Background: an optimization exercise with open tools, aiming at small area and a short achievable clock period. Do not read the settings as production practice.
In this exercise RTL edits were held to simulation tests only and were not proved equivalent to the original.
Power and IR drop assume default switching activity.

oak:
## alu_top
module alu_top (
    input   CLK,rst,
    input   [3 : 0] ALU_FUNC,
    input   [15 : 0] A,
    input   [15 : 0] B,
    output  [31 : 0] Arith_OUT, Logic_OUT, CMP_OUT,Shift_OUT,
    output  Carry_OUT, Arith_Flag, Logic_Flag, CMP_Flag, Shift_Flag
);
For scale: roughly 3000 cells after synthesis, ~170 I/O pins.
==> module alu_top, before the edit <==
module alu_top (
    input   CLK,rst,
    input   [3 : 0] ALU_FUNC,
    input   [15 : 0] A,
    input   [15 : 0] B,
    output  [31 : 0] Arith_OUT, Logic_OUT, CMP_OUT,Shift_OUT,
    output  Carry_OUT, Arith_Flag, Logic_Flag, CMP_Flag, Shift_Flag
);
wire Arith_EN, Logic_EN, CMP_EN, Shift_EN;
Decoder_Unit U0 (
    .DEC_ALU_FUNC(ALU_FUNC[3 : 2]),
    .DEC_Arith_Enable(Arith_EN),
    .DEC_Logic_Enable(Logic_EN),
    .DEC_CMP_Enable  (CMP_EN),
    .DEC_Shift_Enable(Shift_EN)
);
wire Sub = |ALU_FUNC;
wire [16 : 0] Sum;
wire [16 : 0] Carry;
assign Carry[0] = Sub;
genvar i;
generate
    for (i = 0; i < 16; i = i + 1) begin : add
        FA_Cell FA (.a(A[i]), .b(B[i] ^ Sub), .c(Carry[i]), .s(Sum[i]), .co(Carry[i + 1]));
    end
endgenerate
assign Sum[16] = Carry[16];
Arithmetic_Unit U1 (
    .clk(CLK), .rst(rst), .A(A), .B(B),
    .Arith_ALU_FUNC(ALU_FUNC[1 : 0]), .Arith_Enable(Arith_EN), .Sum(Sum),
    .Arith_OUT(Arith_OUT), .Carry_OUT(Carry_OUT), .Arith_Flag(Arith_Flag)
);
Logic_Unit U2 (
    .clk(CLK), .rst(rst), .A(A), .B(B),
    .Logic_ALU_FUNC(ALU_FUNC[1 : 0]), .Logic_Enable(Logic_EN),
    .Logic_OUT(Logic_OUT), .Logic_Flag(Logic_Flag)
);
CMP_Unit U3 (
    .clk(CLK), .rst(rst), .Sum(Sum),
    .CMP_ALU_FUNC(ALU_FUNC[1 : 0]), .CMP_Enable(CMP_EN),
    .CMP_OUT(CMP_OUT), .CMP_Flag(CMP_Flag)
);
Shift_Unit U4 (
    .clk(CLK), .rst(rst), .A(A), .B(B),
    .Shift_ALU_FUNC(ALU_FUNC[1 : 0]), .Shift_Enable(Shift_EN),
    .Shift_OUT(Shift_OUT), .Shift_Flag(Shift_Flag)
);
endmodule
make LEC_CHECK=0 ABC_AREA=1 CAP_MARGIN=20 CORE_MARGIN=2 CORE_UTILIZATION=40 SLEW_MARGIN=20 SYNTH_HIERARCHICAL=1 SYNTH_MINIMUM_KEEP_SIZE=0 finish   # period 130.0 ns
run.sh (not shown) runs the stock make flow with config.mk's settings and CLKGATE_MAP_FILE= SYNTH_SCRIPT=/design/flow/synth_recipe.tcl, a recipe that flattens the netlist after the stock synthesis.
The following lists how pine was set up differently from oak:
--- a/flow/design.v
+++ b/flow/design.v
@@ -1669,20 +1669,12 @@
     .DEC_Logic_Enable(Logic_EN),
     .DEC_CMP_Enable  (CMP_EN),
     .DEC_Shift_Enable(Shift_EN)
 );
 wire Sub = |ALU_FUNC;
-wire [16 : 0] Sum;
-wire [16 : 0] Carry;
-assign Carry[0] = Sub;
-genvar i;
-generate
-    for (i = 0; i < 16; i = i + 1) begin : add
-        FA_Cell FA (.a(A[i]), .b(B[i] ^ Sub), .c(Carry[i]), .s(Sum[i]), .co(Carry[i + 1]));
-    end
-endgenerate
-assign Sum[16] = Carry[16];
+wire [17 : 0] Sum_x = {1'b0, A, 1'b1} + {1'b0, B ^ {16{Sub}}, Sub};
+wire [16 : 0] Sum = Sum_x[17 : 1];
 Arithmetic_Unit U1 (
     .clk(CLK), .rst(rst), .A(A), .B(B),
     .Arith_ALU_FUNC(ALU_FUNC[1 : 0]), .Arith_Enable(Arith_EN), .Sum(Sum),
     .Arith_OUT(Arith_OUT), .Carry_OUT(Carry_OUT), .Arith_Flag(Arith_Flag)
 );
Findings:
The cell area after layout of pine was inferior to that of oak. Summary — number of tap cells inserted, pine relative to oak: higher, by 8. Power attributed to the clock group in pine is about 17% below oak. The fraction of area in multi-input gates in pine sits 0.70 points above the value recorded for oak. Sort oak and pine by maximum operating frequency, ascending, and pine comes first. pine -> oak: number of ordinary and repair buffers in the finished layout delta 0, exact match.

-- port drivers added, routing unchanged --
How much do the figures lean on ideal ports? The routed layouts below were timed once more, with nothing changed but the port constraints. Step 1, drivers: a clkbuf_16 drives CLK and a buf_2 each remaining input, both assumed. Step 2 also shifts input and output timing later by t, the mid clock arrival at the registers, as if the neighbouring blocks saw the same clock. Three values: ideal ports, drivers, drivers and shift; two values: the first two.
| run | t (ns) | setup WS [ns] | clock arrival spread, ns | cell pins on the clock port's net |
|---|---|---|---|---|
| oak | 0.391 | 86.571 / 86.597 / 86.206 | 0.018 / 0.018 | 1 |
| pine | 0.404 | 86.404 / 86.428 / 86.024 | 0.015 / 0.015 | 1 |
After both steps every run listed still meets setup and hold. For pine, which loses most, drivers alone change the setup slack by +0.024 ns; drivers and shift together by -0.380 ns.
